Source: an optimization exercise on an open RTL-to-GDS flow (aim: small area). Production flows keep margins and buffers that such runs may drop. In this exercise RTL edits were held to simulation tests only and were not proved equivalent to the original. No activity file was given, so power comes from the tool's default toggle rates.

===== design/flow/run.sh =====
#!/bin/bash
# synth_recipe.tcl (not shown) runs the flow's synth.tcl, then flattens the netlist and writes it again
# the make line also repeats each setting of config.mk as NAME=value (left out here)
make -C /OpenROAD-flow-scripts/flow DESIGN_CONFIG=/design/flow/config.mk WORK_HOME=/design/flow/orfs CLKGATE_MAP_FILE= SYNTH_SCRIPT=/design/flow/synth_recipe.tcl finish

===== design/flow/config.mk =====
export PLATFORM = sky130hd
export DESIGN_NAME = serial_protocol_converter
export DESIGN_NICKNAME = serial_protocol_converter
export VERILOG_FILES = /design/flow/design.v
export SDC_FILE = /design/flow/constraint.sdc
export NUM_CORES = 4
export LEC_CHECK = 0
export CAP_MARGIN = 20
export CORE_MARGIN = 2
export CORE_UTILIZATION = 40
export CTS_BUF_LIST = sky130_fd_sc_hd__clkbuf_16
export CTS_CLUSTER_DIAMETER = 100
export CTS_CLUSTER_SIZE = 30
export SLEW_MARGIN = 20

===== design/flow/constraint.sdc =====
create_clock -name core_clock -period 10.0 [get_ports {clk}]
set_input_delay 2.0000 -clock core_clock [delete_from_list [all_inputs] [get_ports {clk}]]
set_output_delay 2.0000 -clock core_clock [all_outputs]
set_load 0.01 [all_outputs]

===== design/flow/design.v =====
module pwm_thresh_mul(input [15:0] a, input [15:0] b, output [15:0] y);
wire one1;
wire two2;
wire neg3;
wire x4;
wire x5;
wire x6;
wire x7;
wire x8;
wire x9;
wire x10;
wire x11;
wire x12;
wire x13;
wire x14;
wire x15;
wire x16;
wire x17;
wire x18;
wire x19;
wire x20;
wire nn21;
wire one22;
wire two23;
wire neg24;
wire x25;
wire x26;
wire x27;
wire x28;
wire x29;
wire x30;
wire x31;
wire x32;
wire x33;
wire x34;
wire x35;
wire x36;
wire x37;
wire x38;
wire x39;
wire x40;
wire x41;
wire nn42;
wire one43;
wire two44;
wire neg45;
wire x46;
wire x47;
wire x48;
wire x49;
wire x50;
wire x51;
wire x52;
wire x53;
wire x54;
wire x55;
wire x56;
wire x57;
wire x58;
wire x59;
wire x60;
wire x61;
wire x62;
wire nn63;
wire one64;
wire two65;
wire neg66;
wire x67;
wire x68;
wire x69;
wire x70;
wire x71;
wire x72;
wire x73;
wire x74;
wire x75;
wire x76;
wire x77;
wire x78;
wire x79;
wire x80;
wire x81;
wire x82;
wire x83;
wire nn84;
wire one85;
wire two86;
wire neg87;
wire x88;
wire x89;
wire x90;
wire x91;
wire x92;
wire x93;
wire x94;
wire x95;
wire x96;
wire x97;
wire x98;
wire x99;
wire x100;
wire x101;
wire x102;
wire x103;
wire x104;
wire nn105;
wire one106;
wire two107;
wire neg108;
wire x109;
wire x110;
wire x111;
wire x112;
wire x113;
wire x114;
wire x115;
wire x116;
wire x117;
wire x118;
wire x119;
wire x120;
wire x121;
wire x122;
wire x123;
wire x124;
wire x125;
wire nn126;
wire one127;
wire two128;
wire neg129;
wire x130;
wire x131;
wire x132;
wire x133;
wire x134;
wire x135;
wire x136;
wire x137;
wire x138;
wire x139;
wire x140;
wire x141;
wire x142;
wire x143;
wire x144;
wire x145;
wire x146;
wire nn147;
wire one148;
wire two149;
wire neg150;
wire x151;
wire x152;
wire x153;
wire x154;
wire x155;
wire x156;
wire x157;
wire x158;
wire x159;
wire x160;
wire x161;
wire x162;
wire x163;
wire x164;
wire x165;
wire x166;
wire x167;
wire nn168;
wire x169;
wire x170;
wire x171;
wire x172;
wire x173;
wire x174;
wire x175;
wire x176;
wire x177;
wire x178;
wire x179;
wire x180;
wire x181;
wire x182;
wire x183;
wire x184;
wire s185;
wire c186;
wire s187;
wire c188;
wire s189;
wire c190;
wire s191;
wire c192;
wire s193;
wire c194;
wire s195;
wire c196;
wire s197;
wire c198;
wire s199;
wire c200;
wire s201;
wire c202;
wire s203;
wire c204;
wire s205;
wire c206;
wire s207;
wire c208;
wire s209;
wire c210;
wire s211;
wire c212;
wire s213;
wire c214;
wire s215;
wire c216;
wire s217;
wire c218;
wire s219;
wire c220;
wire s221;
wire c222;
wire s223;
wire c224;
wire s225;
wire c226;
wire s227;
wire c228;
wire s229;
wire c230;
wire s231;
wire c232;
wire s233;
wire c234;
wire s235;
wire c236;
wire s237;
wire c238;
wire s239;
wire c240;
wire s241;
wire c242;
wire s243;
wire c244;
wire s245;
wire c246;
wire s247;
wire c248;
wire s249;
wire c250;
wire s251;
wire c252;
wire s253;
wire c254;
wire s255;
wire c256;
wire s257;
wire c258;
wire s259;
wire c260;
wire s261;
wire c262;
wire s263;
wire c264;
wire s265;
wire c266;
wire s267;
wire c268;
wire s269;
wire c270;
wire s271;
wire c272;
wire s273;
wire c274;
wire s275;
wire c276;
wire s277;
wire c278;
wire s279;
wire c280;
wire s281;
wire c282;
wire s283;
wire c284;
wire s285;
wire c286;
wire s287;
wire c288;
wire s289;
wire c290;
wire s291;
wire c292;
wire s293;
wire c294;
wire s295;
wire c296;
wire s297;
wire c298;
wire s299;
wire c300;
wire s301;
wire c302;
wire s303;
wire c304;
wire s305;
wire c306;
wire s307;
wire c308;
wire s309;
wire c310;
wire s311;
wire c312;
wire s313;
wire c314;
wire s315;
wire c316;
wire s317;
wire c318;
wire s319;
wire c320;
wire s321;
wire c322;
wire s323;
wire c324;
wire s325;
wire c326;
wire s327;
wire c328;
wire s329;
wire c330;
wire s331;
wire c332;
wire s333;
wire c334;
wire s335;
wire c336;
wire s337;
wire c338;
wire s339;
wire c340;
wire s341;
wire c342;
wire s343;
wire c344;
wire s345;
wire c346;
wire s347;
wire c348;
wire s349;
wire c350;
wire s351;
wire c352;
wire s353;
wire c354;
wire s355;
wire c356;
wire s357;
wire c358;
wire s359;
wire c360;
wire s361;
wire c362;
wire s363;
wire c364;
wire s365;
wire c366;
wire s367;
wire c368;
wire s369;
wire c370;
wire s371;
wire c372;
wire s373;
wire c374;
wire s375;
wire c376;
wire s377;
wire c378;
wire s379;
wire c380;
wire s381;
wire c382;
wire s383;
wire c384;
wire s385;
wire c386;
wire s387;
wire c388;
wire s389;
wire c390;
wire s391;
wire c392;
wire s393;
wire c394;
wire s395;
wire c396;
wire s397;
wire c398;
wire s399;
wire c400;
wire s401;
wire c402;
wire s403;
wire c404;
wire s405;
wire c406;
wire s407;
wire c408;
wire s409;
wire c410;
wire s411;
wire c412;
wire s413;
wire c414;
wire s415;
wire c416;
wire s417;
wire c418;
wire s419;
wire c420;
wire s421;
wire c422;
wire s423;
wire c424;
wire s425;
wire c426;
wire s427;
wire c428;
wire s429;
wire c430;
wire s431;
wire c432;
wire s433;
wire c434;
wire s435;
wire c436;
wire s437;
wire c438;
wire s439;
wire c440;
wire s441;
wire c442;
wire s443;
wire c444;
wire s445;
wire c446;
wire s447;
wire c448;
wire s449;
wire c450;
wire s451;
wire c452;
wire k453;
wire k454;
wire k455;
wire k456;
wire k457;
wire k458;
wire k459;
wire k460;
wire k461;
wire k462;
wire k463;
wire k464;
wire k465;
wire k466;
wire k467;
wire k468;
assign one1 = b[0] ^ 1'b0;
assign two2 = (b[1] & ~b[0] & ~1'b0) | (~b[1] & b[0] & 1'b0);
assign neg3 = b[1] & ~(b[0] & 1'b0);
assign x4 = ((one1 & a[0]) | (two2 & 1'b0)) ^ neg3;
assign x5 = ((one1 & a[1]) | (two2 & a[0])) ^ neg3;
assign x6 = ((one1 & a[2]) | (two2 & a[1])) ^ neg3;
assign x7 = ((one1 & a[3]) | (two2 & a[2])) ^ neg3;
assign x8 = ((one1 & a[4]) | (two2 & a[3])) ^ neg3;
assign x9 = ((one1 & a[5]) | (two2 & a[4])) ^ neg3;
assign x10 = ((one1 & a[6]) | (two2 & a[5])) ^ neg3;
assign x11 = ((one1 & a[7]) | (two2 & a[6])) ^ neg3;
assign x12 = ((one1 & a[8]) | (two2 & a[7])) ^ neg3;
assign x13 = ((one1 & a[9]) | (two2 & a[8])) ^ neg3;
assign x14 = ((one1 & a[10]) | (two2 & a[9])) ^ neg3;
assign x15 = ((one1 & a[11]) | (two2 & a[10])) ^ neg3;
assign x16 = ((one1 & a[12]) | (two2 & a[11])) ^ neg3;
assign x17 = ((one1 & a[13]) | (two2 & a[12])) ^ neg3;
assign x18 = ((one1 & a[14]) | (two2 & a[13])) ^ neg3;
assign x19 = ((one1 & a[15]) | (two2 & a[14])) ^ neg3;
assign x20 = ((one1 & 1'b0) | (two2 & a[15])) ^ neg3;
assign nn21 = ~neg3;
assign one22 = b[2] ^ b[1];
assign two23 = (b[3] & ~b[2] & ~b[1]) | (~b[3] & b[2] & b[1]);
assign neg24 = b[3] & ~(b[2] & b[1]);
assign x25 = ((one22 & a[0]) | (two23 & 1'b0)) ^ neg24;
assign x26 = ((one22 & a[1]) | (two23 & a[0])) ^ neg24;
assign x27 = ((one22 & a[2]) | (two23 & a[1])) ^ neg24;
assign x28 = ((one22 & a[3]) | (two23 & a[2])) ^ neg24;
assign x29 = ((one22 & a[4]) | (two23 & a[3])) ^ neg24;
assign x30 = ((one22 & a[5]) | (two23 & a[4])) ^ neg24;
assign x31 = ((one22 & a[6]) | (two23 & a[5])) ^ neg24;
assign x32 = ((one22 & a[7]) | (two23 & a[6])) ^ neg24;
assign x33 = ((one22 & a[8]) | (two23 & a[7])) ^ neg24;
assign x34 = ((one22 & a[9]) | (two23 & a[8])) ^ neg24;
assign x35 = ((one22 & a[10]) | (two23 & a[9])) ^ neg24;
assign x36 = ((one22 & a[11]) | (two23 & a[10])) ^ neg24;
assign x37 = ((one22 & a[12]) | (two23 & a[11])) ^ neg24;
assign x38 = ((one22 & a[13]) | (two23 & a[12])) ^ neg24;
assign x39 = ((one22 & a[14]) | (two23 & a[13])) ^ neg24;
assign x40 = ((one22 & a[15]) | (two23 & a[14])) ^ neg24;
assign x41 = ((one22 & 1'b0) | (two23 & a[15])) ^ neg24;
assign nn42 = ~neg24;
assign one43 = b[4] ^ b[3];
assign two44 = (b[5] & ~b[4] & ~b[3]) | (~b[5] & b[4] & b[3]);
assign neg45 = b[5] & ~(b[4] & b[3]);
assign x46 = ((one43 & a[0]) | (two44 & 1'b0)) ^ neg45;
assign x47 = ((one43 & a[1]) | (two44 & a[0])) ^ neg45;
assign x48 = ((one43 & a[2]) | (two44 & a[1])) ^ neg45;
assign x49 = ((one43 & a[3]) | (two44 & a[2])) ^ neg45;
assign x50 = ((one43 & a[4]) | (two44 & a[3])) ^ neg45;
assign x51 = ((one43 & a[5]) | (two44 & a[4])) ^ neg45;
assign x52 = ((one43 & a[6]) | (two44 & a[5])) ^ neg45;
assign x53 = ((one43 & a[7]) | (two44 & a[6])) ^ neg45;
assign x54 = ((one43 & a[8]) | (two44 & a[7])) ^ neg45;
assign x55 = ((one43 & a[9]) | (two44 & a[8])) ^ neg45;
assign x56 = ((one43 & a[10]) | (two44 & a[9])) ^ neg45;
assign x57 = ((one43 & a[11]) | (two44 & a[10])) ^ neg45;
assign x58 = ((one43 & a[12]) | (two44 & a[11])) ^ neg45;
assign x59 = ((one43 & a[13]) | (two44 & a[12])) ^ neg45;
assign x60 = ((one43 & a[14]) | (two44 & a[13])) ^ neg45;
assign x61 = ((one43 & a[15]) | (two44 & a[14])) ^ neg45;
assign x62 = ((one43 & 1'b0) | (two44 & a[15])) ^ neg45;
assign nn63 = ~neg45;
assign one64 = b[6] ^ b[5];
assign two65 = (b[7] & ~b[6] & ~b[5]) | (~b[7] & b[6] & b[5]);
assign neg66 = b[7] & ~(b[6] & b[5]);
assign x67 = ((one64 & a[0]) | (two65 & 1'b0)) ^ neg66;
assign x68 = ((one64 & a[1]) | (two65 & a[0])) ^ neg66;
assign x69 = ((one64 & a[2]) | (two65 & a[1])) ^ neg66;
assign x70 = ((one64 & a[3]) | (two65 & a[2])) ^ neg66;
assign x71 = ((one64 & a[4]) | (two65 & a[3])) ^ neg66;
assign x72 = ((one64 & a[5]) | (two65 & a[4])) ^ neg66;
assign x73 = ((one64 & a[6]) | (two65 & a[5])) ^ neg66;
assign x74 = ((one64 & a[7]) | (two65 & a[6])) ^ neg66;
assign x75 = ((one64 & a[8]) | (two65 & a[7])) ^ neg66;
assign x76 = ((one64 & a[9]) | (two65 & a[8])) ^ neg66;
assign x77 = ((one64 & a[10]) | (two65 & a[9])) ^ neg66;
assign x78 = ((one64 & a[11]) | (two65 & a[10])) ^ neg66;
assign x79 = ((one64 & a[12]) | (two65 & a[11])) ^ neg66;
assign x80 = ((one64 & a[13]) | (two65 & a[12])) ^ neg66;
assign x81 = ((one64 & a[14]) | (two65 & a[13])) ^ neg66;
assign x82 = ((one64 & a[15]) | (two65 & a[14])) ^ neg66;
assign x83 = ((one64 & 1'b0) | (two65 & a[15])) ^ neg66;
assign nn84 = ~neg66;
assign one85 = b[8] ^ b[7];
assign two86 = (b[9] & ~b[8] & ~b[7]) | (~b[9] & b[8] & b[7]);
assign neg87 = b[9] & ~(b[8] & b[7]);
assign x88 = ((one85 & a[0]) | (two86 & 1'b0)) ^ neg87;
assign x89 = ((one85 & a[1]) | (two86 & a[0])) ^ neg87;
assign x90 = ((one85 & a[2]) | (two86 & a[1])) ^ neg87;
assign x91 = ((one85 & a[3]) | (two86 & a[2])) ^ neg87;
assign x92 = ((one85 & a[4]) | (two86 & a[3])) ^ neg87;
assign x93 = ((one85 & a[5]) | (two86 & a[4])) ^ neg87;
assign x94 = ((one85 & a[6]) | (two86 & a[5])) ^ neg87;
assign x95 = ((one85 & a[7]) | (two86 & a[6])) ^ neg87;
assign x96 = ((one85 & a[8]) | (two86 & a[7])) ^ neg87;
assign x97 = ((one85 & a[9]) | (two86 & a[8])) ^ neg87;
assign x98 = ((one85 & a[10]) | (two86 & a[9])) ^ neg87;
assign x99 = ((one85 & a[11]) | (two86 & a[10])) ^ neg87;
assign x100 = ((one85 & a[12]) | (two86 & a[11])) ^ neg87;
assign x101 = ((one85 & a[13]) | (two86 & a[12])) ^ neg87;
assign x102 = ((one85 & a[14]) | (two86 & a[13])) ^ neg87;
assign x103 = ((one85 & a[15]) | (two86 & a[14])) ^ neg87;
assign x104 = ((one85 & 1'b0) | (two86 & a[15])) ^ neg87;
assign nn105 = ~neg87;
assign one106 = b[10] ^ b[9];
assign two107 = (b[11] & ~b[10] & ~b[9]) | (~b[11] & b[10] & b[9]);
assign neg108 = b[11] & ~(b[10] & b[9]);
assign x109 = ((one106 & a[0]) | (two107 & 1'b0)) ^ neg108;
assign x110 = ((one106 & a[1]) | (two107 & a[0])) ^ neg108;
assign x111 = ((one106 & a[2]) | (two107 & a[1])) ^ neg108;
assign x112 = ((one106 & a[3]) | (two107 & a[2])) ^ neg108;
assign x113 = ((one106 & a[4]) | (two107 & a[3])) ^ neg108;
assign x114 = ((one106 & a[5]) | (two107 & a[4])) ^ neg108;
assign x115 = ((one106 & a[6]) | (two107 & a[5])) ^ neg108;
assign x116 = ((one106 & a[7]) | (two107 & a[6])) ^ neg108;
assign x117 = ((one106 & a[8]) | (two107 & a[7])) ^ neg108;
assign x118 = ((one106 & a[9]) | (two107 & a[8])) ^ neg108;
assign x119 = ((one106 & a[10]) | (two107 & a[9])) ^ neg108;
assign x120 = ((one106 & a[11]) | (two107 & a[10])) ^ neg108;
assign x121 = ((one106 & a[12]) | (two107 & a[11])) ^ neg108;
assign x122 = ((one106 & a[13]) | (two107 & a[12])) ^ neg108;
assign x123 = ((one106 & a[14]) | (two107 & a[13])) ^ neg108;
assign x124 = ((one106 & a[15]) | (two107 & a[14])) ^ neg108;
assign x125 = ((one106 & 1'b0) | (two107 & a[15])) ^ neg108;
assign nn126 = ~neg108;
assign one127 = b[12] ^ b[11];
assign two128 = (b[13] & ~b[12] & ~b[11]) | (~b[13] & b[12] & b[11]);
assign neg129 = b[13] & ~(b[12] & b[11]);
assign x130 = ((one127 & a[0]) | (two128 & 1'b0)) ^ neg129;
assign x131 = ((one127 & a[1]) | (two128 & a[0])) ^ neg129;
assign x132 = ((one127 & a[2]) | (two128 & a[1])) ^ neg129;
assign x133 = ((one127 & a[3]) | (two128 & a[2])) ^ neg129;
assign x134 = ((one127 & a[4]) | (two128 & a[3])) ^ neg129;
assign x135 = ((one127 & a[5]) | (two128 & a[4])) ^ neg129;
assign x136 = ((one127 & a[6]) | (two128 & a[5])) ^ neg129;
assign x137 = ((one127 & a[7]) | (two128 & a[6])) ^ neg129;
assign x138 = ((one127 & a[8]) | (two128 & a[7])) ^ neg129;
assign x139 = ((one127 & a[9]) | (two128 & a[8])) ^ neg129;
assign x140 = ((one127 & a[10]) | (two128 & a[9])) ^ neg129;
assign x141 = ((one127 & a[11]) | (two128 & a[10])) ^ neg129;
assign x142 = ((one127 & a[12]) | (two128 & a[11])) ^ neg129;
assign x143 = ((one127 & a[13]) | (two128 & a[12])) ^ neg129;
assign x144 = ((one127 & a[14]) | (two128 & a[13])) ^ neg129;
assign x145 = ((one127 & a[15]) | (two128 & a[14])) ^ neg129;
assign x146 = ((one127 & 1'b0) | (two128 & a[15])) ^ neg129;
assign nn147 = ~neg129;
assign one148 = b[14] ^ b[13];
assign two149 = (b[15] & ~b[14] & ~b[13]) | (~b[15] & b[14] & b[13]);
assign neg150 = b[15] & ~(b[14] & b[13]);
assign x151 = ((one148 & a[0]) | (two149 & 1'b0)) ^ neg150;
assign x152 = ((one148 & a[1]) | (two149 & a[0])) ^ neg150;
assign x153 = ((one148 & a[2]) | (two149 & a[1])) ^ neg150;
assign x154 = ((one148 & a[3]) | (two149 & a[2])) ^ neg150;
assign x155 = ((one148 & a[4]) | (two149 & a[3])) ^ neg150;
assign x156 = ((one148 & a[5]) | (two149 & a[4])) ^ neg150;
assign x157 = ((one148 & a[6]) | (two149 & a[5])) ^ neg150;
assign x158 = ((one148 & a[7]) | (two149 & a[6])) ^ neg150;
assign x159 = ((one148 & a[8]) | (two149 & a[7])) ^ neg150;
assign x160 = ((one148 & a[9]) | (two149 & a[8])) ^ neg150;
assign x161 = ((one148 & a[10]) | (two149 & a[9])) ^ neg150;
assign x162 = ((one148 & a[11]) | (two149 & a[10])) ^ neg150;
assign x163 = ((one148 & a[12]) | (two149 & a[11])) ^ neg150;
assign x164 = ((one148 & a[13]) | (two149 & a[12])) ^ neg150;
assign x165 = ((one148 & a[14]) | (two149 & a[13])) ^ neg150;
assign x166 = ((one148 & a[15]) | (two149 & a[14])) ^ neg150;
assign x167 = ((one148 & 1'b0) | (two149 & a[15])) ^ neg150;
assign nn168 = ~neg150;
assign x169 = b[15] & a[0];
assign x170 = b[15] & a[1];
assign x171 = b[15] & a[2];
assign x172 = b[15] & a[3];
assign x173 = b[15] & a[4];
assign x174 = b[15] & a[5];
assign x175 = b[15] & a[6];
assign x176 = b[15] & a[7];
assign x177 = b[15] & a[8];
assign x178 = b[15] & a[9];
assign x179 = b[15] & a[10];
assign x180 = b[15] & a[11];
assign x181 = b[15] & a[12];
assign x182 = b[15] & a[13];
assign x183 = b[15] & a[14];
assign x184 = b[15] & a[15];
assign s185 = nn21 ^ x40;
assign c186 = nn21 & x40;
assign s187 = x41 ^ x60;
assign c188 = x41 & x60;
assign s189 = x14 ^ x33;
assign c190 = x14 & x33;
assign s191 = x15 ^ x34;
assign c192 = x15 & x34;
assign s193 = x16 ^ x35 ^ x54;
assign c194 = (x16 & x35) | (x16 & x54) | (x35 & x54);
assign s195 = x73 ^ x92;
assign c196 = x73 & x92;
assign s197 = x17 ^ x36 ^ x55;
assign c198 = (x17 & x36) | (x17 & x55) | (x36 & x55);
assign s199 = x74 ^ x93;
assign c200 = x74 & x93;
assign s201 = x18 ^ x37 ^ x56;
assign c202 = (x18 & x37) | (x18 & x56) | (x37 & x56);
assign s203 = x75 ^ x94 ^ x113;
assign c204 = (x75 & x94) | (x75 & x113) | (x94 & x113);
assign s205 = x132 ^ x151;
assign c206 = x132 & x151;
assign s207 = x19 ^ x38 ^ x57;
assign c208 = (x19 & x38) | (x19 & x57) | (x38 & x57);
assign s209 = x76 ^ x95 ^ x114;
assign c210 = (x76 & x95) | (x76 & x114) | (x95 & x114);
assign s211 = x133 ^ x152;
assign c212 = x133 & x152;
assign s213 = x20 ^ x39 ^ x58;
assign c214 = (x20 & x39) | (x20 & x58) | (x39 & x58);
assign s215 = x77 ^ x96 ^ x115;
assign c216 = (x77 & x96) | (x77 & x115) | (x96 & x115);
assign s217 = x134 ^ x153 ^ x169;
assign c218 = (x134 & x153) | (x134 & x169) | (x153 & x169);
assign s219 = x59 ^ x78 ^ x97;
assign c220 = (x59 & x78) | (x59 & x97) | (x78 & x97);
assign s221 = x116 ^ x135 ^ x154;
assign c222 = (x116 & x135) | (x116 & x154) | (x135 & x154);
assign s223 = x170 ^ 1'b1 ^ s185;
assign c224 = (x170 & 1'b1) | (x170 & s185) | (1'b1 & s185);
assign s225 = x79 ^ x98 ^ x117;
assign c226 = (x79 & x98) | (x79 & x117) | (x98 & x117);
assign s227 = x136 ^ x155 ^ x171;
assign c228 = (x136 & x155) | (x136 & x171) | (x155 & x171);
assign s229 = 1'b1 ^ s187 ^ c186;
assign c230 = (1'b1 & s187) | (1'b1 & c186) | (s187 & c186);
assign s231 = nn42 ^ x61 ^ x80;
assign c232 = (nn42 & x61) | (nn42 & x80) | (x61 & x80);
assign s233 = x99 ^ x118 ^ x137;
assign c234 = (x99 & x118) | (x99 & x137) | (x118 & x137);
assign s235 = x156 ^ x172 ^ c188;
assign c236 = (x156 & x172) | (x156 & c188) | (x172 & c188);
assign s237 = x62 ^ x81 ^ x100;
assign c238 = (x62 & x81) | (x62 & x100) | (x81 & x100);
assign s239 = x119 ^ x138 ^ x157;
assign c240 = (x119 & x138) | (x119 & x157) | (x138 & x157);
assign s241 = x173 ^ 1'b1;
assign c242 = x173 & 1'b1;
assign s243 = nn63 ^ x82 ^ x101;
assign c244 = (nn63 & x82) | (nn63 & x101) | (x82 & x101);
assign s245 = x120 ^ x139 ^ x158;
assign c246 = (x120 & x139) | (x120 & x158) | (x139 & x158);
assign s247 = x83 ^ x102 ^ x121;
assign c248 = (x83 & x102) | (x83 & x121) | (x102 & x121);
assign s249 = x140 ^ x159;
assign c250 = x140 & x159;
assign s251 = nn84 ^ x103 ^ x122;
assign c252 = (nn84 & x103) | (nn84 & x122) | (x103 & x122);
assign s253 = x104 ^ x123;
assign c254 = x104 & x123;
assign s255 = x10 ^ x29;
assign c256 = x10 & x29;
assign s257 = x11 ^ x30;
assign c258 = x11 & x30;
assign s259 = x12 ^ x31 ^ x50;
assign c260 = (x12 & x31) | (x12 & x50) | (x31 & x50);
assign s261 = x69 ^ x88;
assign c262 = x69 & x88;
assign s263 = x13 ^ x32 ^ x51;
assign c264 = (x13 & x32) | (x13 & x51) | (x32 & x51);
assign s265 = x70 ^ x89;
assign c266 = x70 & x89;
assign s267 = x52 ^ x71 ^ x90;
assign c268 = (x52 & x71) | (x52 & x90) | (x71 & x90);
assign s269 = x109 ^ neg108 ^ s189;
assign c270 = (x109 & neg108) | (x109 & s189) | (neg108 & s189);
assign s271 = x53 ^ x72 ^ x91;
assign c272 = (x53 & x72) | (x53 & x91) | (x72 & x91);
assign s273 = x110 ^ s191 ^ c190;
assign c274 = (x110 & s191) | (x110 & c190) | (s191 & c190);
assign s275 = x111 ^ x130 ^ neg129;
assign c276 = (x111 & x130) | (x111 & neg129) | (x130 & neg129);
assign s277 = s193 ^ s195 ^ c192;
assign c278 = (s193 & s195) | (s193 & c192) | (s195 & c192);
assign s279 = x112 ^ x131 ^ s197;
assign c280 = (x112 & x131) | (x112 & s197) | (x131 & s197);
assign s281 = s199 ^ c194 ^ c196;
assign c282 = (s199 & c194) | (s199 & c196) | (c194 & c196);
assign s283 = neg150 ^ s201 ^ s203;
assign c284 = (neg150 & s201) | (neg150 & s203) | (s201 & s203);
assign s285 = s205 ^ c198 ^ c200;
assign c286 = (s205 & c198) | (s205 & c200) | (c198 & c200);
assign s287 = s207 ^ s209 ^ s211;
assign c288 = (s207 & s209) | (s207 & s211) | (s209 & s211);
assign s289 = c202 ^ c204 ^ c206;
assign c290 = (c202 & c204) | (c202 & c206) | (c204 & c206);
assign s291 = s213 ^ s215 ^ s217;
assign c292 = (s213 & s215) | (s213 & s217) | (s215 & s217);
assign s293 = c208 ^ c210 ^ c212;
assign c294 = (c208 & c210) | (c208 & c212) | (c210 & c212);
assign s295 = s219 ^ s221 ^ s223;
assign c296 = (s219 & s221) | (s219 & s223) | (s221 & s223);
assign s297 = c214 ^ c216 ^ c218;
assign c298 = (c214 & c216) | (c214 & c218) | (c216 & c218);
assign s299 = s225 ^ s227 ^ s229;
assign c300 = (s225 & s227) | (s225 & s229) | (s227 & s229);
assign s301 = c220 ^ c222 ^ c224;
assign c302 = (c220 & c222) | (c220 & c224) | (c222 & c224);
assign s303 = s231 ^ s233 ^ s235;
assign c304 = (s231 & s233) | (s231 & s235) | (s233 & s235);
assign s305 = c226 ^ c228 ^ c230;
assign c306 = (c226 & c228) | (c226 & c230) | (c228 & c230);
assign s307 = s237 ^ s239 ^ s241;
assign c308 = (s237 & s239) | (s237 & s241) | (s239 & s241);
assign s309 = c232 ^ c234 ^ c236;
assign c310 = (c232 & c234) | (c232 & c236) | (c234 & c236);
assign s311 = x174 ^ s243 ^ s245;
assign c312 = (x174 & s243) | (x174 & s245) | (s243 & s245);
assign s313 = c238 ^ c240 ^ c242;
assign c314 = (c238 & c240) | (c238 & c242) | (c240 & c242);
assign s315 = x175 ^ 1'b1 ^ s247;
assign c316 = (x175 & 1'b1) | (x175 & s247) | (1'b1 & s247);
assign s317 = s249 ^ c244 ^ c246;
assign c318 = (s249 & c244) | (s249 & c246) | (c244 & c246);
assign s319 = x141 ^ x160 ^ x176;
assign c320 = (x141 & x160) | (x141 & x176) | (x160 & x176);
assign s321 = s251 ^ c248 ^ c250;
assign c322 = (s251 & c248) | (s251 & c250) | (c248 & c250);
assign s323 = x142 ^ x161 ^ x177;
assign c324 = (x142 & x161) | (x142 & x177) | (x161 & x177);
assign s325 = 1'b1 ^ s253 ^ c252;
assign c326 = (1'b1 & s253) | (1'b1 & c252) | (s253 & c252);
assign s327 = nn105 ^ x124 ^ x143;
assign c328 = (nn105 & x124) | (nn105 & x143) | (x124 & x143);
assign s329 = x162 ^ x178 ^ c254;
assign c330 = (x162 & x178) | (x162 & c254) | (x178 & c254);
assign s331 = x125 ^ x144 ^ x163;
assign c332 = (x125 & x144) | (x125 & x163) | (x144 & x163);
assign s333 = x179 ^ 1'b1;
assign c334 = x179 & 1'b1;
assign s335 = nn126 ^ x145 ^ x164;
assign c336 = (nn126 & x145) | (nn126 & x164) | (x145 & x164);
assign s337 = x146 ^ x165;
assign c338 = x146 & x165;
assign s339 = x8 ^ x27;
assign c340 = x8 & x27;
assign s341 = x9 ^ x28;
assign c342 = x9 & x28;
assign s343 = x48 ^ x67 ^ neg66;
assign c344 = (x48 & x67) | (x48 & neg66) | (x67 & neg66);
assign s345 = x49 ^ x68 ^ s257;
assign c346 = (x49 & x68) | (x49 & s257) | (x68 & s257);
assign s347 = neg87 ^ s259 ^ s261;
assign c348 = (neg87 & s259) | (neg87 & s261) | (s259 & s261);
assign s349 = s263 ^ s265 ^ c260;
assign c350 = (s263 & s265) | (s263 & c260) | (s265 & c260);
assign s351 = s267 ^ s269 ^ c264;
assign c352 = (s267 & s269) | (s267 & c264) | (s269 & c264);
assign s353 = s271 ^ s273 ^ c268;
assign c354 = (s271 & s273) | (s271 & c268) | (s273 & c268);
assign s355 = s275 ^ s277 ^ c272;
assign c356 = (s275 & s277) | (s275 & c272) | (s277 & c272);
assign s357 = s279 ^ s281 ^ c276;
assign c358 = (s279 & s281) | (s279 & c276) | (s281 & c276);
assign s359 = s283 ^ s285 ^ c280;
assign c360 = (s283 & s285) | (s283 & c280) | (s285 & c280);
assign s361 = s287 ^ s289 ^ c284;
assign c362 = (s287 & s289) | (s287 & c284) | (s289 & c284);
assign s363 = s291 ^ s293 ^ c288;
assign c364 = (s291 & s293) | (s291 & c288) | (s293 & c288);
assign s365 = s295 ^ s297 ^ c292;
assign c366 = (s295 & s297) | (s295 & c292) | (s297 & c292);
assign s367 = s299 ^ s301 ^ c296;
assign c368 = (s299 & s301) | (s299 & c296) | (s301 & c296);
assign s369 = s303 ^ s305 ^ c300;
assign c370 = (s303 & s305) | (s303 & c300) | (s305 & c300);
assign s371 = s307 ^ s309 ^ c304;
assign c372 = (s307 & s309) | (s307 & c304) | (s309 & c304);
assign s373 = s311 ^ s313 ^ c308;
assign c374 = (s311 & s313) | (s311 & c308) | (s313 & c308);
assign s375 = s315 ^ s317 ^ c312;
assign c376 = (s315 & s317) | (s315 & c312) | (s317 & c312);
assign s377 = s319 ^ s321 ^ c316;
assign c378 = (s319 & s321) | (s319 & c316) | (s321 & c316);
assign s379 = s323 ^ s325 ^ c320;
assign c380 = (s323 & s325) | (s323 & c320) | (s325 & c320);
assign s381 = s327 ^ s329 ^ c324;
assign c382 = (s327 & s329) | (s327 & c324) | (s329 & c324);
assign s383 = s331 ^ s333 ^ c328;
assign c384 = (s331 & s333) | (s331 & c328) | (s333 & c328);
assign s385 = x180 ^ s335 ^ c332;
assign c386 = (x180 & s335) | (x180 & c332) | (s335 & c332);
assign s387 = x181 ^ 1'b1 ^ s337;
assign c388 = (x181 & 1'b1) | (x181 & s337) | (1'b1 & s337);
assign s389 = nn147 ^ x166 ^ x182;
assign c390 = (nn147 & x166) | (nn147 & x182) | (x166 & x182);
assign s391 = x167 ^ x183;
assign c392 = x167 & x183;
assign s393 = x6 ^ x25;
assign c394 = x6 & x25;
assign s395 = x7 ^ x26;
assign c396 = x7 & x26;
assign s397 = x46 ^ neg45 ^ s339;
assign c398 = (x46 & neg45) | (x46 & s339) | (neg45 & s339);
assign s399 = x47 ^ s341 ^ c340;
assign c400 = (x47 & s341) | (x47 & c340) | (s341 & c340);
assign s401 = s255 ^ s343 ^ c342;
assign c402 = (s255 & s343) | (s255 & c342) | (s343 & c342);
assign s403 = c256 ^ s345 ^ c344;
assign c404 = (c256 & s345) | (c256 & c344) | (s345 & c344);
assign s405 = c258 ^ s347 ^ c346;
assign c406 = (c258 & s347) | (c258 & c346) | (s347 & c346);
assign s407 = c262 ^ s349 ^ c348;
assign c408 = (c262 & s349) | (c262 & c348) | (s349 & c348);
assign s409 = c266 ^ s351 ^ c350;
assign c410 = (c266 & s351) | (c266 & c350) | (s351 & c350);
assign s411 = c270 ^ s353 ^ c352;
assign c412 = (c270 & s353) | (c270 & c352) | (s353 & c352);
assign s413 = c274 ^ s355 ^ c354;
assign c414 = (c274 & s355) | (c274 & c354) | (s355 & c354);
assign s415 = c278 ^ s357 ^ c356;
assign c416 = (c278 & s357) | (c278 & c356) | (s357 & c356);
assign s417 = c282 ^ s359 ^ c358;
assign c418 = (c282 & s359) | (c282 & c358) | (s359 & c358);
assign s419 = c286 ^ s361 ^ c360;
assign c420 = (c286 & s361) | (c286 & c360) | (s361 & c360);
assign s421 = c290 ^ s363 ^ c362;
assign c422 = (c290 & s363) | (c290 & c362) | (s363 & c362);
assign s423 = c294 ^ s365 ^ c364;
assign c424 = (c294 & s365) | (c294 & c364) | (s365 & c364);
assign s425 = c298 ^ s367 ^ c366;
assign c426 = (c298 & s367) | (c298 & c366) | (s367 & c366);
assign s427 = c302 ^ s369 ^ c368;
assign c428 = (c302 & s369) | (c302 & c368) | (s369 & c368);
assign s429 = c306 ^ s371 ^ c370;
assign c430 = (c306 & s371) | (c306 & c370) | (s371 & c370);
assign s431 = c310 ^ s373 ^ c372;
assign c432 = (c310 & s373) | (c310 & c372) | (s373 & c372);
assign s433 = c314 ^ s375 ^ c374;
assign c434 = (c314 & s375) | (c314 & c374) | (s375 & c374);
assign s435 = c318 ^ s377 ^ c376;
assign c436 = (c318 & s377) | (c318 & c376) | (s377 & c376);
assign s437 = c322 ^ s379 ^ c378;
assign c438 = (c322 & s379) | (c322 & c378) | (s379 & c378);
assign s439 = c326 ^ s381 ^ c380;
assign c440 = (c326 & s381) | (c326 & c380) | (s381 & c380);
assign s441 = c330 ^ s383 ^ c382;
assign c442 = (c330 & s383) | (c330 & c382) | (s383 & c382);
assign s443 = c334 ^ s385 ^ c384;
assign c444 = (c334 & s385) | (c334 & c384) | (s385 & c384);
assign s445 = c336 ^ s387 ^ c386;
assign c446 = (c336 & s387) | (c336 & c386) | (s387 & c386);
assign s447 = c338 ^ s389 ^ c388;
assign c448 = (c338 & s389) | (c338 & c388) | (s389 & c388);
assign s449 = 1'b1 ^ s391 ^ c390;
assign c450 = (1'b1 & s391) | (1'b1 & c390) | (s391 & c390);
assign s451 = nn168 ^ x184 ^ c392;
assign c452 = (nn168 & x184) | (nn168 & c392) | (x184 & c392);
assign k453 = (x4 & neg3) | (x4 & 1'b0) | (neg3 & 1'b0);
assign k454 = (x5 & 1'b0) | (x5 & k453) | (1'b0 & k453);
assign k455 = (neg24 & s393) | (neg24 & k454) | (s393 & k454);
assign k456 = (s395 & c394) | (s395 & k455) | (c394 & k455);
assign k457 = (s397 & c396) | (s397 & k456) | (c396 & k456);
assign k458 = (s399 & c398) | (s399 & k457) | (c398 & k457);
assign k459 = (s401 & c400) | (s401 & k458) | (c400 & k458);
assign k460 = (s403 & c402) | (s403 & k459) | (c402 & k459);
assign k461 = (s405 & c404) | (s405 & k460) | (c404 & k460);
assign k462 = (s407 & c406) | (s407 & k461) | (c406 & k461);
assign k463 = (s409 & c408) | (s409 & k462) | (c408 & k462);
assign k464 = (s411 & c410) | (s411 & k463) | (c410 & k463);
assign k465 = (s413 & c412) | (s413 & k464) | (c412 & k464);
assign k466 = (s415 & c414) | (s415 & k465) | (c414 & k465);
assign k467 = (s417 & c416) | (s417 & k466) | (c416 & k466);
assign k468 = (s419 & c418) | (s419 & k467) | (c418 & k467);
wire [15:0] ux = {s451, s449, s447, s445, s443, s441, s439, s437, s435, s433, s431, s429, s427, s425, s423, s421};
wire [15:0] uy = {c450, c448, c446, c444, c442, c440, c438, c436, c434, c432, c430, c428, c426, c424, c422, c420};
assign y = ux + uy + {15'd0, k468};
endmodule
module serial_protocol_converter (
    input               clk,
    input               rst_n,
    input [7:0]         cmd_opcode,
    input [15:0]        cmd_addr,
    input [31:0]        cmd_data,
    input               cmd_valid,
    output reg          spi_sclk,
    output reg          spi_mosi,
    input               spi_miso,
    output reg [3:0]    spi_cs,
    input               uart_rx,
    output reg          uart_tx,
    output [7:0]        pwm_out,
    output reg [31:0]   tx_data,
    output reg          tx_en,
    input               tx_done
);
wire op_hi0 = (cmd_opcode[7:4] == 4'h0);
wire cmd_02 = cmd_valid & op_hi0 & (cmd_opcode[3:0] == 4'h2);
wire cmd_04 = cmd_valid & op_hi0 & (cmd_opcode[3:0] == 4'h4);
wire cmd_05 = cmd_valid & op_hi0 & (cmd_opcode[3:0] == 4'h5);
wire cmd_06 = cmd_valid & op_hi0 & (cmd_opcode[3:0] == 4'h6);
wire cmd_07 = cmd_valid & op_hi0 & (cmd_opcode[3:0] == 4'h7);
wire cmd_08 = cmd_valid & op_hi0 & (cmd_opcode[3:0] == 4'h8);
reg [31:0] spi_tx_reg;       
reg        spi_tx_v;
reg [31:0] i2c_tx_reg;       
reg        i2c_tx_v;
reg [15:0] uart_div;         
reg [7:0]  uart_tx_reg;      
reg        uart_tx_v;
wire        div_zero = (cmd_data[15:0] == 16'd0);
wire [15:0] div_in   = cmd_data[15:0] | (div_zero ? 16'd434 : 16'd0);
always @(posedge clk or negedge rst_n) begin
    if (!rst_n) begin
        spi_tx_v    <= 1'b0;
        i2c_tx_v    <= 1'b0;
        uart_div    <= 16'd434;
        uart_tx_v   <= 1'b0;
    end else begin
        if (cmd_02) spi_tx_v    <= 1'b1;
        if (cmd_04) i2c_tx_v    <= 1'b1;
        if (cmd_05) uart_div    <= div_in;
        if (cmd_06) uart_tx_v   <= 1'b1;
    end
end
always @(posedge clk) begin
    if (cmd_02) spi_tx_reg  <= cmd_data;
    if (cmd_04) i2c_tx_reg  <= cmd_data;
    if (cmd_06) uart_tx_reg <= cmd_data[7:0];
end
reg        spi_busy, spi_oth;
reg [4:0]  spi_bit_cnt;
reg [31:0] spi_shift_reg;
reg [31:0] spi_rx_reg;       
reg        spi_rx_v;
wire spi_idle = ~spi_busy & ~spi_oth;
wire spi_last = spi_sclk & (spi_bit_cnt == 5'd0);
wire spi_load = spi_idle & cmd_02;
wire spi_step = spi_busy & spi_sclk;
always @(posedge clk or negedge rst_n) begin
    if (!rst_n) begin
        spi_busy <= 1'b0;
        spi_oth  <= 1'b0;
        spi_sclk <= 1'b0;
        spi_mosi <= 1'b0;
        spi_cs   <= 4'hF;
        spi_rx_v <= 1'b0;
    end else begin
        spi_busy <= spi_idle ? cmd_02 : (spi_busy & ~spi_last);
        spi_oth  <= spi_idle & ~cmd_02 & (cmd_04 | cmd_06);
        spi_sclk <= spi_busy & ~spi_sclk;
        if (spi_oth)
            spi_mosi <= 1'b0;
        else if (spi_step)
            spi_mosi <= spi_shift_reg[31];
        if (spi_oth | (spi_step & (spi_bit_cnt == 5'd0)))
            spi_cs <= 4'hF;
        else if (spi_load)
            spi_cs <= ~(4'b0001 << cmd_addr[1:0]);
        if (spi_step & (spi_bit_cnt == 5'd0))
            spi_rx_v <= 1'b1;
    end
end
always @(posedge clk) begin
    if (spi_load) begin
        spi_shift_reg <= spi_tx_reg & {32{spi_tx_v}};
        spi_bit_cnt   <= 5'd31;
    end else if (spi_step) begin
        spi_shift_reg <= {spi_shift_reg[30:0], spi_miso};
        spi_bit_cnt   <= spi_bit_cnt - 5'd1;
    end
    if (spi_step & (spi_bit_cnt == 5'd0))
        spi_rx_reg <= {spi_shift_reg[30:0], spi_miso};
end
reg        i2c_busy;
reg [7:0]  i2c_cnt;
reg [31:0] i2c_rx_reg;       
reg        i2c_rx_v;
wire i2c_at200 = (i2c_cnt == 8'h0B);
wire i2c_at201 = (i2c_cnt == 8'h16);
always @(posedge clk or negedge rst_n) begin
    if (!rst_n) begin
        i2c_busy <= 1'b0;
        i2c_rx_v <= 1'b0;
    end else begin
        if (!i2c_busy)
            i2c_busy <= cmd_04;
        else if (i2c_at201)
            i2c_busy <= 1'b0;
        if (i2c_busy & i2c_at200)
            i2c_rx_v <= i2c_tx_v;
    end
end
always @(posedge clk) begin
    if (!i2c_busy)
        i2c_cnt <= 8'd0;
    else
        i2c_cnt <= {i2c_cnt[6:0], ~(i2c_cnt[7] ^ i2c_cnt[5] ^ i2c_cnt[4] ^ i2c_cnt[3])};
    if (i2c_busy & i2c_at200)
        i2c_rx_reg <= i2c_tx_reg;
end
reg        utx_active;
reg [15:0] utx_cnt;
reg [9:0]  utx_shift;        
wire [16:0] utx_ic;
wire [15:0] utx_inc;
wire [16:0] utx_gc;
assign utx_ic[0] = 1'b1;
assign utx_gc[0] = 1'b1;
genvar ub;
generate
    for (ub = 0; ub < 16; ub = ub + 1) begin : utx_bits
        assign utx_inc[ub]  = utx_cnt[ub] ^ utx_ic[ub];
        assign utx_ic[ub+1] = utx_cnt[ub] & utx_ic[ub];
        assign utx_gc[ub+1] = (utx_inc[ub] & ~uart_div[ub])
                            | ((utx_inc[ub] | ~uart_div[ub]) & utx_gc[ub]);
    end
endgenerate
wire utx_tick = utx_ic[16] | utx_gc[16];
always @(posedge clk or negedge rst_n) begin
    if (!rst_n) begin
        utx_active <= 1'b0;
        uart_tx    <= 1'b1;
    end else begin
        if (!utx_active) begin
            utx_active <= cmd_06;
            uart_tx    <= ~cmd_06;
        end else if (utx_tick) begin
            uart_tx <= utx_shift[0];
            if (utx_shift[9:1] == 9'd0)
                utx_active <= 1'b0;
        end
    end
end
always @(posedge clk) begin
    if (!utx_active) begin
        utx_cnt   <= 16'd0;
        utx_shift <= {1'b1, uart_tx_reg & {8{uart_tx_v}}, 1'b0};
    end else if (utx_tick) begin
        utx_cnt   <= 16'd0;
        utx_shift <= {1'b0, utx_shift[9:1]};
    end else begin
        utx_cnt   <= utx_inc;
    end
end
localparam RX_IDLE = 2'd0, RX_START = 2'd1, RX_DATA = 2'd2, RX_STOP = 2'd3;
reg        rx_sync0, rx_sync1;
reg [1:0]  rx_state;
reg [15:0] urx_cnt;          
reg [7:0]  rx_shift;         
reg [7:0]  rx_data;          
reg        rx_data_v;
wire [16:0] urx_bc;
wire [15:0] urx_dec;
assign urx_bc[0] = 1'b1;
genvar rb;
generate
    for (rb = 0; rb < 16; rb = rb + 1) begin : urx_bits
        assign urx_dec[rb]  = urx_cnt[rb] ^ urx_bc[rb];
        assign urx_bc[rb+1] = ~urx_cnt[rb] & urx_bc[rb];
    end
endgenerate
wire urx_hi0  = (urx_cnt[15:1] == 15'd0);
wire urx_zero = urx_hi0 & ~urx_cnt[0];
wire urx_one  = urx_hi0 &  urx_cnt[0];
always @(posedge clk or negedge rst_n) begin
    if (!rst_n) begin
        rx_sync0  <= 1'b1;
        rx_sync1  <= 1'b1;
        rx_state  <= RX_IDLE;
        rx_data_v <= 1'b0;
    end else begin
        rx_sync0 <= uart_rx;
        rx_sync1 <= rx_sync0;
        case (rx_state)
            RX_IDLE:  if (!rx_sync1) rx_state <= RX_START;
            RX_START: if (urx_zero) rx_state <= rx_sync1 ? RX_IDLE : RX_DATA;
            RX_DATA:  if (urx_one & rx_shift[0]) rx_state <= RX_STOP;
            default:  if (urx_one) begin
                          rx_state  <= RX_IDLE;
                          rx_data_v <= 1'b1;
                      end
        endcase
    end
end
always @(posedge clk) begin
    case (rx_state)
        RX_IDLE: urx_cnt <= {1'b0, uart_div[15:1]};
        RX_START: begin
            if (urx_zero) begin
                urx_cnt  <= uart_div;
                rx_shift <= 8'h80;
            end else
                urx_cnt <= urx_dec;
        end
        RX_DATA: begin
            if (urx_one) begin
                urx_cnt  <= uart_div;
                rx_shift <= {rx_sync1, rx_shift[7:1]};
            end else
                urx_cnt <= urx_dec;
        end
        default: begin
            urx_cnt <= urx_dec;
            if (urx_one)
                rx_data <= rx_shift;
        end
    endcase
end
wire addr_hi0 = (cmd_addr[15:2] == 14'd0);
wire sel_spi  = addr_hi0 & (cmd_addr[1:0] == 2'd1) & spi_rx_v;
wire sel_i2c  = addr_hi0 & (cmd_addr[1:0] == 2'd2) & i2c_rx_v;
wire sel_uart = addr_hi0 & (cmd_addr[1:0] == 2'd3) & rx_data_v;
wire [31:0] rd_data = ({32{sel_spi}} & spi_rx_reg)
                    | ({32{sel_i2c}} & i2c_rx_reg)
                    | {24'd0, {8{sel_uart}} & rx_data};
reg [31:0] tx_data_r;
reg        tx_data_v;
always @(*) tx_data = tx_data_r & {32{tx_data_v}};
always @(posedge clk) begin
    if (cmd_08)
        tx_data_r <= rd_data;
end
always @(posedge clk or negedge rst_n) begin
    if (!rst_n) begin
        tx_data_v <= 1'b0;
        tx_en     <= 1'b0;
    end else begin
        if (cmd_08) begin
            tx_data_v <= 1'b1;
            tx_en     <= 1'b1;
        end else if (!cmd_valid && tx_done)
            tx_en     <= 1'b0;
    end
end
wire [15:0] pwm_per  = cmd_data[31:16];
wire [15:0] pwm_thr;         
wire        pwm_wr   = cmd_07 & (cmd_addr[15:3] == 13'd0);
pwm_thresh_mul pwm_mul (
    .a  (cmd_data[31:16]),
    .b  (cmd_data[15:0]),
    .y  (pwm_thr)
);
wire [16:0] pwm_kc;
wire [15:0] pwm_kin;
assign pwm_kc[0] = 1'b1;
genvar kb;
generate
    for (kb = 0; kb < 16; kb = kb + 1) begin : pwm_kbits
        assign pwm_kin[kb]  = ~pwm_per[kb] ^ pwm_kc[kb];
        assign pwm_kc[kb+1] = ~pwm_per[kb] & pwm_kc[kb];
    end
endgenerate
wire pwm_vin = (pwm_per != 16'd0);
reg [7:0]  pwm_v;
reg [7:0]  pwm_q;
assign pwm_out = pwm_q;
genvar j, b;
generate
    for (j = 0; j < 8; j = j + 1) begin : pwm_ch
        reg  [15:0] pwm_k;
        reg  [15:0] pwm_nt;
        reg  [15:0] cnt;
        wire        we = pwm_wr & (cmd_addr[2:0] == j);
        wire [16:0] ic;          
        wire [15:0] inc;
        wire [16:0] wc;          
        wire [16:0] tc;          
        assign ic[0] = 1'b1;
        assign wc[0] = 1'b1;
        assign tc[0] = 1'b1;
        for (b = 0; b < 16; b = b + 1) begin : bits
            assign inc[b]  = cnt[b] ^ ic[b];
            assign ic[b+1] = cnt[b] & ic[b];
            assign wc[b+1] = (cnt[b] & pwm_k[b])  | ((cnt[b] | pwm_k[b])  & wc[b]);
            assign tc[b+1] = (cnt[b] & pwm_nt[b]) | ((cnt[b] | pwm_nt[b]) & tc[b]);
        end
        wire wrap = ~pwm_v[j] | wc[16];
        always @(posedge clk) begin
            if (we) begin
                pwm_k  <= pwm_kin;
                pwm_nt <= ~pwm_thr;
            end
            cnt <= wrap ? 16'd0 : inc;
        end
        always @(posedge clk or negedge rst_n) begin
            if (!rst_n) begin
                pwm_v[j] <= 1'b0;
                pwm_q[j] <= 1'b0;
            end else begin
                if (we)
                    pwm_v[j] <= pwm_vin;
                pwm_q[j] <= pwm_v[j] & ~tc[16];
            end
        end
    end
endgenerate
endmodule

==> results.txt <==
[kinds of logic after synthesis]
kind of cell	count (synthesis)	synth area share, %
flops	710	55.0
simple gates	653	9.52
compound gates	643	12.7
fa+ha+maj	353	14.5
buf+inv	335	3.63
xor+xnor	149	3.72
mux	33	0.998
[routing by layer]
layer  track usage [%]  wire [µm]  vias up
li1                  -          -    10700
met3              2.14       5230      125
met5                 0         28        -
met2              31.1      39900      638
met4              5.74       2520        4
met1              27.4      39300    11400
[power by group through the flow]
| stage | clock (mW) | combinational (mW) | sequential, mW |
|---|---|---|---|
| CTS | 1.47 | 6.66 | 4.55 |
| global placement | 0 | 6.55 | 4.62 |
| global route | 1.57 | 7.14 | 4.57 |
| finish | 1.43 | 6.60 | 4.57 |
| floorplan | 0 | 2.75 | 4.61 |
| detailed placement | 0 | 6.62 | 4.62 |
[cells in the final DEF (no fill, tap or decap), types with 103 or more instances in the layout]
master           count
edfxtp_1           480
inv_1              229
ha_1               203
nand2_1            186
dfxtp_1            175
a22oi_1            135
o21ai_0            129
and2_1             126
buf_4              110
nor2_1             109
clkdlybuf4s50_1    108
fa_1               103
[final timing paths]
check                                  endpoint  slack, ps
max                        pwm_ch[7].pwm_nt[14]        560
min                                    rx_sync1        360
max reg2reg                        utx_shift[5]       3890
min reg2reg                            rx_sync1        360
max in group asynchronous            utx_active       7780
min in group asynchronous                 tx_en       1550
[cell type report]
cell class	count	area, µm²
Timing Repair Buffer	221	1980
Tap cell	1155	1450
Clock buffer	30	751
Sequential cell	710	19300
Fill cell	7808	47900
Antenna cell	3	7.51
Multi-Input combinational cell	1831	14600
Clock inverter	21	106
Inverter	214	803
==> results.json <==
{
  "ys_dominant_reg_cell": "edfxtp_1",
  "reg_top3": "pwm_ch.cnt: 128 flops, pwm_ch.pwm_k: 128 flops, pwm_ch.pwm_nt: 128 flops",
  "skew_ps": 30.7,
  "clk_latency_ps": 610,
  "start_util_pct": 40.4,
  "cts.sinks": 710,
  "root_buffer": "clkbuf_16",
  "syn_to_final_growth_pct": 11.2,
  "crit_fanout": 9,
  "cp.arrival_ps": 9810,
  "grt_max_degree": 80,
  "synth.largest_area_cell": "edfxtp_1",
  "avgViaCountPerCell": 5.48,
  "portBuffers": 109,
  "p_int_mw": 7.03,
  "p_sw_mw": 5.57,
  "seq_area_frac_synth_pct": 55.0,
  "grt_pass1_vias": 23100,
  "worst_pin_slew_ps": 1020,
  "rr_worst_depth": 21,
  "gp_congestion": 0.875,
  "ir_drop_mv": 1.19,
  "pwr-share-clk_pct": 11.3,
  "ys_types": 82,
  "fin_area_um2": 39000,
  "power_switching_share_pct": 44.2,
  "finalCriticalPeriod_ps": 9440,
  "timing.slew.headroom_pct": 32.0,
  "leakagePower_nw": 15.5,
  "clockBufferDepth": 3,
  "layout_setup_ws_ps": 557,
  "place_hpwl_mm": 61.1,
  "finalSetupViolCount": 0,
  "tns_ps": 0,
  "crit_path_start": "cmd_data[5]",
  "core_region_area_um2": 86900,
  "drive_above_1_share_pct": 8.16,
  "power.share.sequential_pct": 36.3,
  "holdPathStages": 0,
  "ios": 110,
  "cts_buffers": 28,
  "worst_path_max_delay_cell": "clkdlybuf4s50_1",
  "end_kind": "flop",
  "synthCells": 2876,
  "grt_pass1_wl_mm": 135,
  "die_width_um": 300,
  "critPathBufInv": 3,
  "path_clk_slew_ps": 110,
  "powerDensity_nw_per_um2": 323,
  "antenna_found_initial": 16,
  "die_area_um2": 90200,
  "syn_area_um2": 35100,
  "wl_per_cell_um": 20.8,
  "synth_area_leaders": "edfxtp_1 41%, dfxtp_1 10%, ha_1 7.2%, fa_1 5.9%, dfrtp_1 3.1%",
  "async_reset_ff_share_pct": 7.75,
  "outcome": "finished clean",
  "cts_max_level": 1,
  "final_net_count": 3374,
  "critPathKind": "input pin to flop",
  "hp-start": "rx_sync0",
  "postRouteWirelength_mm": 86.9,
  "timing.fmax_mhz": 106,
  "cts_setup_buffers": 0,
  "grt_overflow": 0,
  "instances_no_fill": 4185,
  "cts_tree": "yes",
  "startpoint_type": "input pin",
  "report.final.slew_viol_count": 0,
  "synth_seq_cells": 710,
  "synth_top_cells_by_count": "480 x edfxtp_1, 212 x inv_1, 203 x ha_1",
  "synth_warnings": 1,
  "synth.most_common_cell": "edfxtp_1",
  "fp.dieH_um": 300,
  "antenna_left": 0,
  "power.total_mw": 12.6,
  "route.detailed.drc": 0,
  "crit_required_ps": 10360,
  "syn_avg_cell_area_um2": 12.2,
  "fin_util_pct": 44.9,
  "r2r-start": "utx_cnt[0]",
  "pwr-share-comb_pct": 52.4,
  "drt_iter0_markers": 2144,
  "crit_family": "compound AO/OA/AOI/OAI gates",
  "rsz0062_at_grt": "no",
  "dr.pass1.iters": 7,
  "rows": 108,
  "placedInstanceArea_um2": 38200,
  "synth_top_area_share_pct": 41.1,
  "max_stage_delay_ps": 600,
  "track_usage_pct": 19.3,
  "ctsHoldBuffers": 0,
  "cts_resized": 0,
  "synth_edf_count": 480,
  "drv_cap": 0,
  "vias": 23000,
  "hp-class": "flop to flop",
  "fin_hold_ws_ps": 363,
  "post-place-ws_ps": 59.3,
  "crit_cells": 30,
  "hold_violations": 0,
  "place_inst": 4131,
  "syn_nets": 3244,
  "period_share_pct": 94.4
}

==> static timing again, ports no longer ideal <==
How much do the figures lean on ideal ports? The routed layout below was timed once more, with nothing changed but the port constraints.
Step 1 assumes that a clkbuf_16 drives the clock port and a buf_2 every other input.
Step 2 times the ports against the registers' clock, not the clock port: input delays grow and output delays shrink by t, the midpoint of the rising clock arrivals with the driver on.
Slacks: ideal / step 1 / step 2; pairs: ideal / step 1.
t, ns: 0.660
slack for setup (ns): 0.557 / 0.595 / -0.065
hold slack, ns: 0.363 / 0.363 / 0.363
clock arrival spread, ns: 0.036 / 0.036
worst slew at a driven data input, ns: 0.09
Met with ideal ports but missed after step 2: setup timing in this run. The setup slack of this run moves by +0.038 ns with the drivers and by -0.622 ns with both steps.
